From an optimization exercise on the open Yosys and OpenROAD flow, aimed at small area; shortcuts taken in it are not production practice.
At most, simulation tests tie the RTL to the original design; equivalence was not proved.
No driver is modelled on the clock port, so clocking that relies on it looks cheaper here than on a real chip.
Power figures rest on the tool's default switching activity, not on a simulated workload.

the reference run:
==> flow/design.v <==
module sync_shfifo #(
    parameter FIFO_WIDTH = 32,
    parameter FIFO_ADDR  = 5,
    parameter FIFO_DEPTH = 1 << FIFO_ADDR,
    parameter FIFO_AE_THRESHOLD = 1,
    parameter FIFO_AF_THRESHOLD = FIFO_DEPTH -1)
(
    input                           clk,
    input                           rst_n,
    input                           fifo_wen,
    input      [FIFO_WIDTH-1 :0]    fifo_wdat,
    input                           fifo_ren,
    output     [FIFO_WIDTH-1 :0]    fifo_rdat,
    output                          fifo_empty,
    output                          fifo_full,
    output                          fifo_aempty,
    output                          fifo_afull,
    output     [FIFO_ADDR :0]       fifo_wcnt,
    output reg [FIFO_ADDR :0]       fifo_rcnt,
    output reg                      fifo_wr_full_err,
    output reg                      fifo_rd_empty_err
);
reg  [FIFO_WIDTH-1 :0]   fifo_data[FIFO_DEPTH-1 :0];
reg  [FIFO_ADDR-1 :0]    fifo_wr_ptr;
reg  [FIFO_ADDR-1 :0]    fifo_rd_ptr;
wire wr_acc = fifo_wen & ~fifo_full;
wire rd_acc = fifo_ren & ~fifo_empty;
always @(posedge clk or negedge rst_n)
begin
    if(~rst_n)
        fifo_wr_ptr <= 'b0;
    else if(wr_acc)
        fifo_wr_ptr <= fifo_wr_ptr + 'b1;
end
always @(posedge clk)
begin
    if(wr_acc)
        fifo_data[fifo_wr_ptr] <= fifo_wdat;
end
always @(posedge clk or negedge rst_n)
begin
    if(~rst_n)
        fifo_rd_ptr <= 'b0;
    else if(rd_acc)
        fifo_rd_ptr <= fifo_rd_ptr + 'b1;
end
wire [FIFO_DEPTH-1 :0]   rd_sel_n;
genvar gk, gb;
generate
    for (gk = 0; gk < FIFO_DEPTH; gk = gk + 1) begin : g_sel
        assign rd_sel_n[gk] = fifo_rd_ptr != gk;
    end
    for (gb = 0; gb < FIFO_WIDTH; gb = gb + 1) begin : g_rd
        wire [FIFO_DEPTH-1 :0] col;
        for (gk = 0; gk < FIFO_DEPTH; gk = gk + 1) begin : g_col
            assign col[gk] = fifo_data[gk][gb];
        end
        sync_shfifo_rdbit #(.N(FIFO_DEPTH)) u_rd (.d(col), .sel_n(rd_sel_n), .q(fifo_rdat[gb]));
    end
endgenerate
always @(posedge clk or negedge rst_n)
begin
    if(~rst_n)
        fifo_rcnt <= 'b0;
    else if(wr_acc & ~rd_acc)
        fifo_rcnt <= fifo_rcnt + 'b1;
    else if(rd_acc & ~wr_acc)
        fifo_rcnt <= fifo_rcnt - 'b1;
end
assign fifo_wcnt   = FIFO_DEPTH - fifo_rcnt;
assign fifo_full   = fifo_rcnt[FIFO_ADDR];
assign fifo_empty  = fifo_rcnt == 'b0;
assign fifo_aempty = fifo_rcnt <= FIFO_AE_THRESHOLD;
assign fifo_afull  = fifo_rcnt >= FIFO_AF_THRESHOLD;
always @(posedge clk or negedge rst_n) begin
    if(~rst_n)
        fifo_wr_full_err <= 'b0;
    else if(fifo_full & fifo_wen)
        fifo_wr_full_err <= 'b1;
end
always @(posedge clk or negedge rst_n) begin
    if(~rst_n)
        fifo_rd_empty_err <= 'b0;
    else if(fifo_empty & fifo_ren)
        fifo_rd_empty_err <= 'b1;
end
endmodule
module sync_shfifo_rdbit #(parameter N = 32) (
    input  [N-1:0] d,
    input  [N-1:0] sel_n,
    output         q
);
assign q = &(d | sel_n);
endmodule
clock: 7.0 ns
lec_check: 0
cap_margin: 20
core_margin: 2
core_utilization: 40
slew_margin: 20
synth_hierarchical: 1
run.sh (not shown) runs the stock make flow with config.mk's settings and CLKGATE_MAP_FILE= SYNTH_SCRIPT=/design/flow/synth_recipe.tcl, a recipe that flattens the netlist after the stock synthesis.
The reference run: all stages complete, timing, DRC and antenna checks passed
Input changes introduced in the trial run (baseline for comparison: the reference run):
diff --git a/flow/config.mk b/flow/config.mk
--- a/flow/config.mk
+++ b/flow/config.mk
@@ -7,6 +7,7 @@
 export LEC_CHECK = 0
-export CAP_MARGIN = 20
+export CAP_MARGIN = 0
 export CORE_MARGIN = 2
-export CORE_UTILIZATION = 40
-export SLEW_MARGIN = 20
+export CORE_UTILIZATION = 60
+export CTS_BUF_LIST = sky130_fd_sc_hd__clkbuf_4 sky130_fd_sc_hd__clkbuf_8
+export SLEW_MARGIN = 0
 export SYNTH_HIERARCHICAL = 1
Notes after the runs:
On global routing usage on met2: the trial run sits above the reference run. The fraction of layout cells with a size suffix above 1 number comes out lower for the reference run vs the trial run. The reference run → the trial run: via total after detailed routing fell by 0.34%; total non-filler cell area in the finished layout shrank by 1.8%.
Function was not checked in any run of this note: the RTL went through the layout flow alone.

* * *

sync_shfifo, a different RTL version from the one above (not shown whole).
For scale: ~1,600 cells after synthesis, ~1,000 flip-flops, ~86 I/O pins.
Settings: LEC_CHECK=0, CAP_MARGIN=10, CORE_MARGIN=2, CORE_UTILIZATION=55, CTS_BUF_LIST=sky130_fd_sc_hd__clkbuf_8, CTS_CLUSTER_DIAMETER=60, CTS_CLUSTER_SIZE=16, SLEW_MARGIN=10, SYNTH_HIERARCHICAL=1; clock period 7.0 ns.
standard.sh (not shown) runs the stock make flow with config.mk's settings and CLKGATE_MAP_FILE= SYNTH_SCRIPT=/design/flow/synth_recipe.tcl, a recipe that flattens the netlist after the stock synthesis.
==> flow/flow/run.sh <==
#!/bin/bash
# Standard ORFS layout (the standard.sh, standard synthesis unchanged) with
# these changes to how the layout is made:
#  - port buffers are sky130_fd_sc_hd__buf_1 (repair_design then sizes up or
#    buffers the ones with large loads);
#  - clock tree synthesis without dummy loads (same clustering and buffer as
#    config.mk's CTS settings);
#  - after CTS, an area-recovery pass (flow/downsize.tcl) downsizes
#    combinational cells while slew, capacitance and timing stay met.
set -uo pipefail
export BUFFER_PORTS_ARGS="-buffer_cell sky130_fd_sc_hd__buf_1"
export CTS_ARGS="-sink_clustering_enable -repair_clock_nets -sink_clustering_size 17 -sink_clustering_max_diameter 80 -buf_list sky130_fd_sc_hd__clkbuf_8 -dont_use_dummy_load"
export POST_CTS_TCL=$PWD/flow/post_cts.tcl
bash standard.sh > standard.log 2>&1
rc=$?
mkdir -p orfs_logs
cp -r orfs/logs/. orfs_logs/ 2>/dev/null || true
exit $rc
==> flow/flow/downsize.tcl <==
# Area recovery: try each upsized combinational cell at smaller drive
# strengths of the same function; keep a change only if no max-slew (with
# a 10% margin) or max-capacitance violation appears and setup/hold slack
# stay comfortable. Clock-tree cells and registers are left alone.
proc my_downsize {} {
  set_max_transition 1.35 [current_design]
  set lib_cells {}
  foreach lc [get_lib_cells sky130_fd_sc_hd__*] {
    dict set lib_cells [get_name $lc] 1
  }
  set dont_use [expr {[info exists ::env(DONT_USE_CELLS)] ? $::env(DONT_USE_CELLS) : {}}]
  set base_slew [sta::max_slew_violation_count]
  set base_cap [sta::max_capacitance_violation_count]
  set base_setup [sta::worst_slack_cmd max]
  puts "downsize: start slew_viol=$base_slew cap_viol=$base_cap setup_ws=$base_setup"
  set saved 0.0
  set n 0
  foreach inst [get_cells *] {
    set ref [get_property $inst ref_name]
    if {![regexp {^(sky130_fd_sc_hd__[a-z0-9]+)_([0-9]+)$} $ref -> base drive]} { continue }
    if {[regexp {df|dl|edf|sdf|clkbuf|clkinv|clkdly|tap|fill|decap|conb|probe} $base]} { continue }
    set orig $ref
    set best $ref
    foreach d {0 1 2 4 6 8 12} {
      if {$d >= $drive} break
      set cand ${base}_$d
      if {![dict exists $lib_cells $cand] || [lsearch $dont_use $cand] >= 0} continue
      replace_cell $inst [get_lib_cells $cand]
      set ok 1
      if {[sta::max_slew_violation_count] > $base_slew} { set ok 0 }
      if {$ok && [sta::max_capacitance_violation_count] > $base_cap} { set ok 0 }
      if {$ok && [sta::worst_slack_cmd max] < 0.5e-9} { set ok 0 }
      if {$ok && [sta::worst_slack_cmd min] < 0.05e-9} { set ok 0 }
      if {$ok} { set best $cand; break }
      replace_cell $inst [get_lib_cells $orig]
    }
    if {$best ne $orig} {
      replace_cell $inst [get_lib_cells $best]
      set a0 [get_property [get_lib_cells $orig] area]
      set a1 [get_property [get_lib_cells $best] area]
      set saved [expr {$saved + $a0 - $a1}]
      incr n
    }
  }
  puts "downsize: $n cells resized, area saved [format %.1f $saved] um2"
  set_max_transition 1.5 [current_design]
}
Other scripts of this flow, unchanged in this note and not shown: flow/flow/post_cts.tcl
Then changed:
--- a/flow/flow/run.sh
+++ b/flow/flow/run.sh
@@ -12 +12 @@
-export CTS_ARGS="-sink_clustering_enable -repair_clock_nets -sink_clustering_size 17 -sink_clustering_max_diameter 80 -buf_list sky130_fd_sc_hd__clkbuf_8 -dont_use_dummy_load"
+export CTS_ARGS="-sink_clustering_enable -repair_clock_nets -sink_clustering_size 18 -sink_clustering_max_diameter 100 -buf_list sky130_fd_sc_hd__clkbuf_8 -dont_use_dummy_load"
Count of clock-buffer cells in the layout goes down by 3.
Core utilization is about the same.
Sequential cell count does not change.
Non-clock buffer count does not change.
Routed wire length is about the same.
Worst setup slack gets worse by 0.011 ns.
Then changed:
--- a/flow/flow/run.sh
+++ b/flow/flow/run.sh
@@ -12 +12 @@
-export CTS_ARGS="-sink_clustering_enable -repair_clock_nets -sink_clustering_size 18 -sink_clustering_max_diameter 100 -buf_list sky130_fd_sc_hd__clkbuf_8 -dont_use_dummy_load"
+export CTS_ARGS="-sink_clustering_enable -repair_clock_nets -sink_clustering_size 17 -sink_clustering_max_diameter 80 -buf_list sky130_fd_sc_hd__clkbuf_8 -dont_use_dummy_load"
--- a/flow/flow/downsize.tcl
+++ b/flow/flow/downsize.tcl
@@ -27,0 +28 @@
+      if {[get_property [get_lib_cells $cand] area] >= [get_property [get_lib_cells $orig] area]} continue
Settings changed: CORE_UTILIZATION 55 to 48, CTS_BUF_LIST sky130_fd_sc_hd__clkbuf_8 to default, CTS_CLUSTER_DIAMETER 60 to default, CTS_CLUSTER_SIZE 16 to default.
=> Clock-buffer cell count grows by 4. Design area hardly moves. Combinational power goes up slightly. Core utilization falls by 7.8 points. Worst hold slack is worse by 0.016 ns.
Then changed:
--- a/flow/flow/run.sh
+++ b/flow/flow/run.sh
@@ -12 +12 @@
-export CTS_ARGS="-sink_clustering_enable -repair_clock_nets -sink_clustering_size 17 -sink_clustering_max_diameter 80 -buf_list sky130_fd_sc_hd__clkbuf_8 -dont_use_dummy_load"
+export CTS_ARGS="-sink_clustering_enable -repair_clock_nets -sink_clustering_size 16 -sink_clustering_max_diameter 60 -buf_list sky130_fd_sc_hd__clkbuf_8 -dont_use_dummy_load"
--- a/flow/flow/downsize.tcl
+++ b/flow/flow/downsize.tcl
@@ -28 +27,0 @@
-      if {[get_property [get_lib_cells $cand] area] >= [get_property [get_lib_cells $orig] area]} continue
Settings changed: CORE_UTILIZATION 48 to 55, CTS_BUF_LIST from default to sky130_fd_sc_hd__clkbuf_8, CTS_CLUSTER_DIAMETER from default to 60, CTS_CLUSTER_SIZE from default to 16.
The new run passed the timing, DRC and antenna checks. Wire length went up by 1.8%. Final cell count went down by 3.3%. Core utilization went up by 7.9 points. Critical path depth stays the same. Die area went down by 13%. Synthesized cell count does not change.
Then changed:
--- a/flow/flow/run.sh
+++ b/flow/flow/run.sh
@@ -12 +12 @@
-export CTS_ARGS="-sink_clustering_enable -repair_clock_nets -sink_clustering_size 16 -sink_clustering_max_diameter 60 -buf_list sky130_fd_sc_hd__clkbuf_8 -dont_use_dummy_load"
+export CTS_ARGS="-sink_clustering_enable -repair_clock_nets -sink_clustering_size 17 -sink_clustering_max_diameter 80 -buf_list sky130_fd_sc_hd__clkbuf_8 -dont_use_dummy_load"
--- a/flow/flow/downsize.tcl
+++ b/flow/flow/downsize.tcl
@@ -27,0 +28 @@
+      if {[get_property [get_lib_cells $cand] area] >= [get_property [get_lib_cells $orig] area]} continue
Settings changed: CTS_BUF_LIST sky130_fd_sc_hd__clkbuf_8 to default, CTS_CLUSTER_DIAMETER 60 to default, CTS_CLUSTER_SIZE 16 to default.
Effect:
- total power decreases slightly
- setup slack improved by 0.32 ns
- final cell count is about the same
- fmax went up by a few percent
- synthesized area stays the same
- cell area barely changes
- global-route usage is lower by 0.11 points
- clock-buffer cell count came out lower by 5
- clock skew falls by 0.029 ns
- sequential share of layout area goes up by 0.14 points
- wire length stays flat

* * *

## build 84
Starting RTL as in the previous note.
Settings: LEC_CHECK=0, CAP_MARGIN=10, CORE_MARGIN=2, CORE_UTILIZATION=55, CTS_BUF_LIST=sky130_fd_sc_hd__clkbuf_8, CTS_CLUSTER_DIAMETER=80, CTS_CLUSTER_SIZE=16, SLEW_MARGIN=10, SYNTH_HIERARCHICAL=1; clock period 7.0 ns.
==> flow/flow/run.sh <==
#!/bin/bash
# Standard ORFS layout (the standard.sh, standard synthesis unchanged);
# the only change: port buffers are sky130_fd_sc_hd__buf_1 (repair_design
# then sizes up or buffers the ones with large loads).
set -uo pipefail
export BUFFER_PORTS_ARGS="-buffer_cell sky130_fd_sc_hd__buf_1"
bash standard.sh > standard.log 2>&1
rc=$?
mkdir -p orfs_logs
cp -r orfs/logs/. orfs_logs/ 2>/dev/null || true
exit $rc
Relative to build 84, the following input files were edited for build 14:
==> flow/flow/run.sh <==
#!/bin/bash
# Standard ORFS layout (the standard.sh, standard synthesis unchanged) with
# two changes to how the layout is made:
#  - port buffers are sky130_fd_sc_hd__buf_1 (repair_design then sizes up or
#    buffers the ones with large loads);
#  - clock tree synthesis without dummy loads (same clustering and buffer as
#    config.mk's CTS settings).
set -uo pipefail
export BUFFER_PORTS_ARGS="-buffer_cell sky130_fd_sc_hd__buf_1"
export CTS_ARGS="-sink_clustering_enable -repair_clock_nets -sink_clustering_size 16 -sink_clustering_max_diameter 60 -buf_list sky130_fd_sc_hd__clkbuf_8 -dont_use_dummy_load"
bash standard.sh > standard.log 2>&1
rc=$?
mkdir -p orfs_logs
cp -r orfs/logs/. orfs_logs/ 2>/dev/null || true
exit $rc
--- a/flow/config.mk
+++ b/flow/config.mk
@@ -11,3 +11,3 @@
 export CTS_BUF_LIST = sky130_fd_sc_hd__clkbuf_8
-export CTS_CLUSTER_DIAMETER = 80
+export CTS_CLUSTER_DIAMETER = 60
 export CTS_CLUSTER_SIZE = 16
==> summary.txt <==
Build 14 completed end to end with timing, DRC and antenna clean. Tightest hold margin delta (build 14 − build 84): unfavourable. Against build 84 as the reference, build 14 delivers a lower overall power of the completed layout. Total buffers and inverters traversed by the critical path, build 14 and build 84: smaller value in build 14. Taking build 84 as the reference, in build 14 post-route cell area ~0 delta, clock insertion delay at the later pin of the skew report +0.02 ns, total power density per cell area ~0 delta, final critical delay including setup and external delays ~0 delta. Compared build 14 against build 84; maximum frequency within noise.
The inputs of build 59 differ from those of build 14 as listed below.
==> flow/flow/run.sh <==
#!/bin/bash
# Standard ORFS layout (the standard.sh, standard synthesis unchanged);
# the only change: port buffers are sky130_fd_sc_hd__buf_1 (repair_design
# then sizes up or buffers the ones with large loads).
set -uo pipefail
export BUFFER_PORTS_ARGS="-buffer_cell sky130_fd_sc_hd__buf_1"
bash standard.sh > standard.log 2>&1
rc=$?
mkdir -p orfs_logs
cp -r orfs/logs/. orfs_logs/ 2>/dev/null || true
exit $rc
Going from build 14 to build 59, utilization after layout rose 0.16 points; global routing met1 resource utilization about even; portion of the clock cycle consumed by the worst path in the final layout now larger; smallest setup slack after layout lower. Status: clock edge transition at the registers on the reported setup and hold paths parity (build 14, build 59). Build 59 went all the way through synthesis, placement and routing and the layout is clean on timing, DRC and antenna.
#### Input delta (build 7 over build 59)
==> flow/flow/run.sh <==
#!/bin/bash
# Standard ORFS layout (the standard.sh, standard synthesis unchanged) with
# two changes to how the layout is made:
#  - port buffers are sky130_fd_sc_hd__buf_1 (repair_design then sizes up or
#    buffers the ones with large loads);
#  - clock tree synthesis without dummy loads (same clustering and buffer as
#    config.mk's CTS settings).
set -uo pipefail
export BUFFER_PORTS_ARGS="-buffer_cell sky130_fd_sc_hd__buf_1"
export CTS_ARGS="-sink_clustering_enable -repair_clock_nets -sink_clustering_size 18 -sink_clustering_max_diameter 100 -buf_list sky130_fd_sc_hd__clkbuf_8 -dont_use_dummy_load"
bash standard.sh > standard.log 2>&1
rc=$?
mkdir -p orfs_logs
cp -r orfs/logs/. orfs_logs/ 2>/dev/null || true
exit $rc
Build 59 finished end to end and its layout was clean on timing, DRC and antenna.
Build 7 completed; timing, DRC and antenna clean
The fraction of area in registers in build 7 sits 0.45 points above the value recorded for build 59.
Against build 59, maximum clock rate in build 7 came out better.
Delta (build 7 minus build 59): global-route usage saw little to no change; routed via count divided by cell count barely changed; global-route wire length before repair fell by about 0.33%; slew at the pin closest to its max-slew limit now sits lower; highest fanout seen on the critical path decreased by 6 relative to the old numbers.

## port drivers added, routing unchanged
In the flow no input, the clock included, has a driving cell. The finished layouts below were timed again as built, in two steps.
Step 1 assumes that a clkbuf_16 drives the clock port and a buf_2 every other input.
Step 2, shift: input delay + t, output delay - t, t = (earliest + latest rising clock arrival at the registers) / 2. This alone moves slack from input paths to output paths.
Three values: ideal, step 1, step 2; two values: the first two.
| run | shift t [ns] | slack for setup (ns) | hold WS [ns] | worst setup path after step 2 |
|---|---|---|---|---|
| the reference run | 0.724 | 1.048 / 0.986 / 1.710 | 0.458 / 0.458 / 0.458 | register to output |
| the trial run | 0.855 | 0.928 / 0.866 / 1.721 | 0.452 / 0.452 / 0.452 | register to output |
| the first run of note 2 | 0.730 | 0.428 / 0.371 / 1.101 | 0.435 / 0.435 / 0.435 | register to output |
| the second run of note 2 | 0.711 | 0.418 / 0.362 / 1.072 | 0.421 / 0.421 / 0.421 | register to output |
| the third run of note 2 | 0.706 | 1.041 / 0.982 / 1.688 | 0.405 / 0.405 / 0.405 | register to output |
| the fourth run of note 2 | 0.746 | 0.411 / 0.350 / 1.096 | 0.427 / 0.427 / 0.427 | register to output |
| the fifth run of note 2 | 0.725 | 0.726 / 0.669 / 1.394 | 0.438 / 0.438 / 0.438 | register to output |
| build 84 | 0.742 | 1.601 / 1.537 / 2.279 | 0.444 / 0.444 / 0.444 | register to output |
| build 14 | 0.746 | 1.600 / 1.538 / 2.284 | 0.429 / 0.429 / 0.429 | register to output |
| build 59 | 0.748 | 1.547 / 1.486 / 2.234 | 0.438 / 0.438 / 0.438 | register to output |
| build 7 | 0.709 | 1.587 / 1.530 / 2.239 | 0.420 / 0.420 / 0.420 | register to output |
After both steps every run listed still meets setup and hold.
